From an optimization exercise on the open Yosys and OpenROAD flow, aimed at small area, a short achievable clock period and few clock cycles per item; shortcuts taken in it are not production practice.
Function was checked by simulation only, so behaviour that the tests miss may differ from the original.

==> design/flow/design.v <==
module mmult(
    input clk,  
    input reset_n,  
    input enable,  
    input [0:9*8-1] A_mat,  
    input [0:9*8-1] B_mat,  
    output valid,  
    output reg [0:9*17-1] C_mat  
);
    reg [0:71] A,B;
    reg [3:0] counter;
    wire [16:0] s0, s1, s2;
    assign s0 = A[0:7]*B[0:7]+A[8:15]*B[24:31]+A[16:23]*B[48:55];
    assign s1 = A[0:7]*B[8:15]+A[8:15]*B[32:39]+A[16:23]*B[56:63];
    assign s2 = A[0:7]*B[16:23]+A[8:15]*B[40:47]+A[16:23]*B[64:71];
    assign valid = ~|(counter^3);
    always @(posedge clk) begin
        if(!enable||!reset_n) begin
            A <= A_mat;
            B <= B_mat;
            C_mat <= 0;
            counter <= 0;
        end 
        else if(!valid) begin
            C_mat <= {C_mat[51:152], s0, s1, s2};
            A <= A<<24;
            counter <= counter + 1;
        end
    end
endmodule
==> design/flow/run.sh <==
#!/bin/bash
# synth_recipe.tcl (not shown) runs the flow's synth.tcl, then flattens the netlist and writes it again
# the make line also repeats each setting of config.mk as NAME=value (left out here)
make -C /OpenROAD-flow-scripts/flow DESIGN_CONFIG=/design/flow/config.mk WORK_HOME=/design/flow/orfs CLKGATE_MAP_FILE= SYNTH_SCRIPT=/design/flow/synth_recipe.tcl finish
==> design/flow/config.mk <==
export PLATFORM = sky130hd
export DESIGN_NAME = mmult
export DESIGN_NICKNAME = mmult
export VERILOG_FILES = /design/flow/design.v
export SDC_FILE = /design/flow/constraint.sdc
export NUM_CORES = 4
export LEC_CHECK = 0
export CAP_MARGIN = 20
export CORE_MARGIN = 2
export CORE_UTILIZATION = 40
export SLEW_MARGIN = 20
==> design/flow/constraint.sdc <==
create_clock -name core_clock -period 11.0 [get_ports {clk}]
set_input_delay 2.2000 -clock core_clock [delete_from_list [all_inputs] [get_ports {clk}]]
set_output_delay 2.2000 -clock core_clock [all_outputs]
set_load 0.01 [all_outputs]
==> run notes, run 1 <==
- Clk Latency, worst-skew pair: 0.58 ns
- Worst Skew: roughly 0.043 ns
- Synthesized Nets: 4185
- Hold WC Path Type: reg2reg
- Via/cell ratio: 4.73
- Final net count: about 4400
- RSZ-0062 raised after global routing: no
- Die width: 281 um
- Syn Area/Cell: 9.43 um2
- Max Slew Vio Count: 0
- Maxcap violations: 0
- Area contributors post-synth: fa_1 (31%), edfxtp_1 (14%), ha_1 (12%)
- Drt wl/cell: 18.3 um
- Fraction of layout cells with a size suffix above 1: 2.82%
- Hold endpoint: C_mat[17]
- Setup_tns: 0 ns
- Total Routing Usage GR: 21.9%
- Fillers: roughly 7300
- Via Count: 21700
- Synth Flop Type: dfxtp_1
- Critical Path Most Common Cell: fa_1
- Final core occ: 47.5%
- Area share of the largest cell type after synthesis: 31.2%
- Syn Inst Count: 3266
- Ys async rst share: 0%
- First-pass GRT wire length: 134000 um
- Max Freq: approximately 0.15 GHz
- Post-CTS sizing: 0
- DR DRC count: 0
- Dpl hpwl: roughly 65000 um
- H-Tree Depth: 2
- Core area: approximately 76000 um2
- Die height: roughly 280 um
- Multi-input logic area: 20300 um2
- PortBufs: 300
- Number of global-route vias before repair: 23000
- GRT overflow: 0
- CP Data Required Time: about 11 ns
- Final Setup Violations: 0
- Hold path depth: 2
- Tmin final: 6.72 ns
- # IOs: 301
- Reg-to-Reg Start: A[19]
- CTS Buf Count: 39
- Full die area: 79200 um2
- Final Hold Viols: 0
- Cell Rows: 101
- CTS Hold Bufs: 0
- CP arrival: ~7.2 ns
- Final WL: 83700 um
- Slowest CP cell: edfxtp_1
- Post-synthesis register bit count: 301
- CTS Buffer Depth: 3
- Yosys Warn Count: 1
- Tcrit/Tclk final: between 60 and 70%
- Area Overhead vs Synth: 17.3%
- CP endpoint kind: register
- Worst-margin pin slew: 1.12 ns
- Most frequent cell after synthesis: inv_1
- Clk sinks: 301
- Setup crit start kind: register
- Crit-path cells: and2_1, fa_1, inv_1, fa_1, inv_1, fa_1, fa_1, fa_1, fa_1, inv_1, fa_1, inv_1, ha_1, and4_4, a21o_1, a211o_1, a31oi_1, xor2_1, o21ai_1
- Crit path kind: reg2reg
- CTS tree: yes
- Post-synth top area cell: fa_1
- Critical Path Max Stage Delay: 1.08 ns
- Status: finished clean
- Iteration-0 DRC Markers: 1095
- Max-slew headroom: 25.7%
- FF-to-FF path depth: 19
- Post-synth top cells: inv_1 (699), nand2_1 (605), fa_1 (480)
- FF+latch area: about 7500 um2
- CP max FO: 24
- EDFF count, synth: 144
- Initial Util: between 40% and 50%
- CTS clk-pin slew, worst paths: 0.06 ns
- R2R Setup Slk: 4.28 ns
- CTS root buf: clkbuf_16
- Pre-antenna DRT Iters: 5
- Initial antenna violation count: 5
- RePlAce Congestion: 0.836
- Sequential element share of the synthesized area: 24.3%
- Routed Antenna Nets: 0
- Postcts setup bufs: 0
- Largest net degree at the start of global routing: 105
- Synth Cell Area: a little over 30000 um2
- Hold path start: C_mat[17]
- Critical R2R Capture: C_mat[138]
- Post-synth cell types: 52
## per-layer routing
| layer | GRT usage [%] | part of all wire, % | vias up |
|---|---|---|---|
| met3 | 4.83 | 6.4 | 104 |
| met5 | 0 | 0 | - |
| met4 | 5.63 | 2.4 | 0 |
| met2 | 32.4 | 43 | 504 |
| met1 | 32.3 | 48 | 10700 |
| li1 | - | - | 10300 |
## final cells by class
cell class | instances | area share [%]
Inverter | 701 | 7.31
Tap cell | 1030 | 3.57
Timing Repair Buffer | 322 | 8.77
Multi-Input combinational cell | 2153 | 56.1
Clock buffer | 51 | 3.07
Sequential cell | 301 | 20.7
Antenna cell | 4 | 0.0277
Clock inverter | 18 | 0.437
## through the flow
step / setup WS [ns] / instances / cell area, um2 / hold slack (ns)
finish: 4.28 / 4580 / 36100 / 0.449
global route: 3.95 / 4577 / 36100 / 0.467
CTS: 4.27 / 4576 / 36100 / 0.451
detailed placement: 4.36 / 4507 / 34800 / 0.444
global placement: 4.42 / 4507 / 34800 / 0.438
floorplan: 5.13 / 3266 / 30800 / 0.449
## worst max-delay path: cells and delay by family, from the launching register on
| family | cells | cell delay, ns |
|---|---|---|
| AO/OA/AOI/OAI | 4 | 0.78 |
| XOR/XNOR | 1 | 0.20 |
| AND/OR/NAND/NOR | 2 | 0.50 |
| flip-flops | 1 | 1.08 |
| adder cells (fa/ha/maj) | 8 | 3.70 |
| buffers and inverters | 4 | 0.28 |
## cell usage in the layout (no fill, tap or decap), drive strengths merged, types with 35 or more instances in the layout
cell,count
nor2,40
a21oi,151
clkdlybuf4s50,300
fa,480
inv,704
o21ai,35
ha,292
edfxtp,144
nand2,605
clkbuf,51
dfxtp,157
and2,402
## cells by family after synthesis
group,synth area share (%)
AO/OA/AOI/OAI,4.53
XOR/XNOR,1.08
adder cells (fa/ha/maj),43.1
buffers and inverters,9.94
flip-flops,24.3
multiplexers,0.138
AND/OR/NAND/NOR,17.0
## how the worst max path moves through the flow
stage	start	end	slack, ns	depth (start not counted)
after floorplan	A[2]	C_mat[138]	5.13	21
after global placement	A[19]	C_mat[138]	4.42	19
after detailed placement	A[19]	C_mat[138]	4.36	19
after CTS	A[19]	C_mat[138]	4.27	19
after global routing	A[4]	C_mat[138]	3.95	20
final	A[19]	C_mat[138]	4.28	19
## state kept, by name (all words and copies together), names as in the netlist
signal / count
A: 72
counter: 4
B: 72
C_mat: 153
Testbench counts, summed over its fixed seeds: cycles 2,048, items 512.
==> inputs of run 2 (changes only) <==
==> design/flow/design.v (replaced) <==
module mmult(
    input clk,
    input reset_n,
    input enable,
    input [0:9*8-1] A_mat,
    input [0:9*8-1] B_mat,
    output reg valid,
    output reg [0:9*17-1] C_mat
);
    reg [0:71] A, B;
    wire [0:152] C;
    genvar i, j;
    generate
        for (i = 0; i < 3; i = i + 1) begin : row
            for (j = 0; j < 3; j = j + 1) begin : col
                assign C[(3*i+j)*17 +: 17] =
                    A[(3*i+0)*8 +: 8] * B[(0+j)*8 +: 8] +
                    A[(3*i+1)*8 +: 8] * B[(3+j)*8 +: 8] +
                    A[(3*i+2)*8 +: 8] * B[(6+j)*8 +: 8];
            end
        end
    endgenerate
    always @(posedge clk) begin
        if (!enable || !reset_n) begin
            A <= A_mat;
            B <= B_mat;
        end
        C_mat <= C;
        valid <= enable & reset_n;
    end
endmodule
==> run notes, run 2 <==
- Reg with most FFs: C_mat
- Max Slew Vio Count: 0 (unchanged)
- Full die area: 176000 um2 (+120%)
- Synth Area in Adders: 57.6% (+15 points)
- Final Hold Viols: 0 (unchanged)
- Worst slack at placement: 4.18 ns (-0.171 ns)
- Fillers: 16700 (+130%)
- GRT overflow: 0 (unchanged)
- Clk Latency, worst-skew pair: 0.68 ns (+0.10 ns)
- Postcts setup bufs: 0 (unchanged)
- FF-to-FF path depth: 19 (unchanged)
- Post-DP Area: 74700 um2 (+110%)
- Clk sinks: 298 (-1.0%)
- Pre-antenna DRT Iters: 6 (+1)
- Largest family of logic cells by synthesized area: adder cells
- Area Overhead vs Synth: 10.6%
- CTS clk-pin slew, worst paths: 0.06 ns (about the same)
- Tcrit/Tclk final: 61.9% (+0.79 points)
- Hold path start: B[39]
- Max Freq: 0.147 GHz (-1.3%)
- Slowest CP cell: edfxtp_1
- CTS Buffer Depth: 3 (unchanged)
- DR DRC count: 0 (unchanged)
- RSZ-0062 raised after global routing: no
- Fraction of layout cells with a size suffix above 1: 2.81% (-0.013 points)
- Die height: 419 um (+49%)
- Status: finished clean
- Synth Flop Type: dfxtp_1
- Synth Area in Compound Gates: 2.27% (-2.3 points)
- Yosys Warn Count: 1 (unchanged)
- CTS tree: yes
- Dpl hpwl: 153000 um (+140%)
- Top Registers: C_mat: 153 flops, A: 72 flops, B: 72 flops
- Tmin final: 6.81 ns (+0.0870 ns)
- Die width: 419 um (+49%)
- Post-synth top area cell: fa_1
- Reg-to-Reg Start: A[49]
- Iteration-0 DRC Markers: 2391 (+120%)
- CP Data Required Time: 11.51 ns (+0.08 ns)
- Design area: 76300 um2 (+110%)
- CTS Hold Bufs: 0 (unchanged)
- Post-synth cell types: 60 (+15%)
- PortBufs: 300 (unchanged)
- Worst-margin pin slew: 1.14 ns (+0.0281 ns)
- CP endpoint kind: register
- RePlAce Congestion: 0.873 (+4.4%)
- CP max FO: 24 (unchanged)
- Drt wl/cell: 19.8 um (+8.1%)
- Synthesized Nets: 9723 (+130%)
- Area share of the largest cell type after synthesis: 41.8% (+11 points)
- First-pass GRT wire length: 306000 um (+130%)
- Total Routing Usage GR: 22.9% (+1.1 points)
- Worst Skew: 0.0529 ns (+0.00987 ns)
- Critical R2R Capture: C_mat[136]
- Final net count: 9904 (+120%)
- Critical Path Most Common Cell: fa_1
- Synth Area in Simple Gates: 14.9% (-2.1 points)
- Routed Antenna Nets: 0 (unchanged)
- Hold WC Path Type: reg2reg
- Post-synthesis register bit count: 298 (-1.0%)
- CTS root buf: clkbuf_16
- Initial Util: 40.2% (-0.23 points)
- Syn Area/Cell: 9.50 um2 (+0.72%)
- Via/cell ratio: 4.86 (+2.8%)
- Synth Cell Area: 69000 um2 (+120%)
- Commonest non-fill, non-tap cell in the layout: inv_1
- Crit-path cells: and2_1, fa_1, fa_1, inv_1, fa_1, fa_1, inv_1, fa_1, fa_1, inv_1, fa_1, inv_1, ha_1, a21oi_1, nand2_1, a31oi_2, o31ai_1, a221oi_1, xnor2_1
- Post-CTS sizing: 0 (unchanged)
- Sequential element share of the synthesized area: 10.7% (-14 points)
- EDFF count, synth: 144 (unchanged)
- Final Setup Violations: 0 (unchanged)
- Largest net degree at the start of global routing: 55 (-48%)
- Hold path depth: 3 (+1)
- Core area: 171000 um2 (+130%)
- CP arrival: 7.32 ns (+0.17 ns)
- Maxcap violations: 0 (unchanged)
- Max-slew headroom: 23.8% (-1.9 points)
- CTS Buf Count: 45 (+15%)
- Post-synth top cells: inv_1 (2070), fa_1 (1440), and2_1 (1117)
- Critical Path Max Stage Delay: 1.03 ns (-0.05 ns)
- Synth Area in XOR/XNOR: 1.59% (+0.51 points)
- Hold endpoint: C_mat[33]
- H-Tree Depth: 2 (unchanged)
- R2R Setup Slk: 4.19 ns (-0.09 ns)
- Cell Rows: 152 (+50%)
- Crit path kind: reg2reg
- Multiplexer share of the synthesized area: 0.0435% (-0.095 points)
- Setup_tns: 0 ns (unchanged)
- Ys async rst share: 0% (unchanged)
- Number of global-route vias before repair: 53100 (+130%)
- Most frequent cell after synthesis: inv_1
- Most frequent cells in the layout: inv_1 (2070), fa_1 (1440), and2_1 (1117)
- Area contributors post-synth: fa_1 (42%), ha_1 (16%), inv_1 (11%)
- Via Count: 47700 (+120%)
- Final WL: 194000 um (+130%)
- Worst Slack Setup Final: 4.19 ns (-0.0870 ns)
- # IOs: 301 (unchanged)
- Syn Inst Count: 7263 (+120%)
- Initial antenna violation count: 15 (+10)
- Max FFs per register: 153 (unchanged)
- Setup crit start kind: register
[run 2: cell types whose count changed after synthesis, sizes merged, moves of 22 or more]
cell / delta
fa: +960
inv: +1371
and2: +715
ha: +581
a21o: +22
xnor2: +73
nand2: +43
a21oi: -70
clkbuf: +194
[run 2: worst max path at each step]
| stage | startpoint | end | cells after the start |
|---|---|---|---|
| after global placement | B[4] | C_mat[0] | 20 |
| after detailed placement | A[49] | C_mat[136] | 19 |
| final | A[49] | C_mat[136] | 19 |
| after floorplan | B[4] | C_mat[0] | 22 |
| after CTS | A[49] | C_mat[136] | 19 |
| after global routing | A[49] | C_mat[136] | 19 |
[run 2: stage by stage]
| stage | instances | hold slack, ns | util (%) |
|---|---|---|---|
| 2_1_floorplan | 7263 | 0.641 | - |
| 3_3_place_gp | 9704 | 0.957 | 43.6 |
| 3_5_place_dp | 9706 | 1.00 | 43.6 |
| 4_1_cts | 9790 | 1.02 | 44.5 |
| 5_1_grt | 9792 | 1.05 | 44.5 |
| 6_report | 9800 | 1.00 | 44.5 |
[run 2: worst max-delay path: cells and delay by family (launching register included)]
family	cells	cell delay [ns]
buffers and inverters	4	0.23
adders and majority gates	8	3.91
DFF	1	1.03
and+or+nand+nor	2	0.36
xor gates and xnor gates	1	0.13
AOI/OAI and AO/OA	4	0.99
[run 2: final cells by class]
type	count	area [um2]	share of cell area (%)
Antenna cell	9	22.5	0.0295
Clock buffer	58	1260	1.65
Clock inverter	26	245	0.322
Inverter	2070	7770	10.2
Multi-Input combinational cell	4604	52700	69.1
Sequential cell	298	7410	9.71
Tap cell	2310	2890	3.79
Timing Repair Buffer	425	3980	5.21
[run 2: kinds of logic after synthesis]
logic type | count (synthesis)
simple gates | 1920
buf+inv | 2361
fa+ha+maj | 2313
mux | 3
flops | 298
xor+xnor | 125
compound gates | 243
[run 2: layer usage]
metal / wire, um / GRT usage [%]
met3: 9530 / 2.91
met4: 8040 / 8.86
met2: 99900 / 41.0
met1: 76200 / 28.0
met5: 0 / 0
Testbench counts of run 2, summed over its fixed seeds: cycles 1,024, items 512.

==> re-timing with driven ports <==
No port has a modelled driver above. Below, the same layouts with a new extraction and two added sets of constraints. Step 1 (the two cells are an assumption about what drives the block):
set clk [get_ports {clk}]
set_driving_cell -lib_cell sky130_fd_sc_hd__clkbuf_16 $clk
set_driving_cell -lib_cell sky130_fd_sc_hd__buf_2 [delete_from_list [all_inputs] $clk]
Step 2 moves the port delays by t, midway between the first and last clock arrival at a register: inputs arrive t later, outputs are due t later. That takes back most of the time a late clock gives input paths. Slacks: ideal ports / drivers / drivers and shift; pairs: ideal ports / drivers.
run	shift t [ns]	setup WS [ns]	slew at the worst register clock pin (ns)	worst data-port slew with drivers (ns)
run 1	0.628	4.277 / 4.277 / 4.277	0.06 / 0.06	0.13
run 2	0.742	4.190 / 4.190 / 4.190	0.07 / 0.07	0.12
After both steps setup and hold are still met in every run listed.
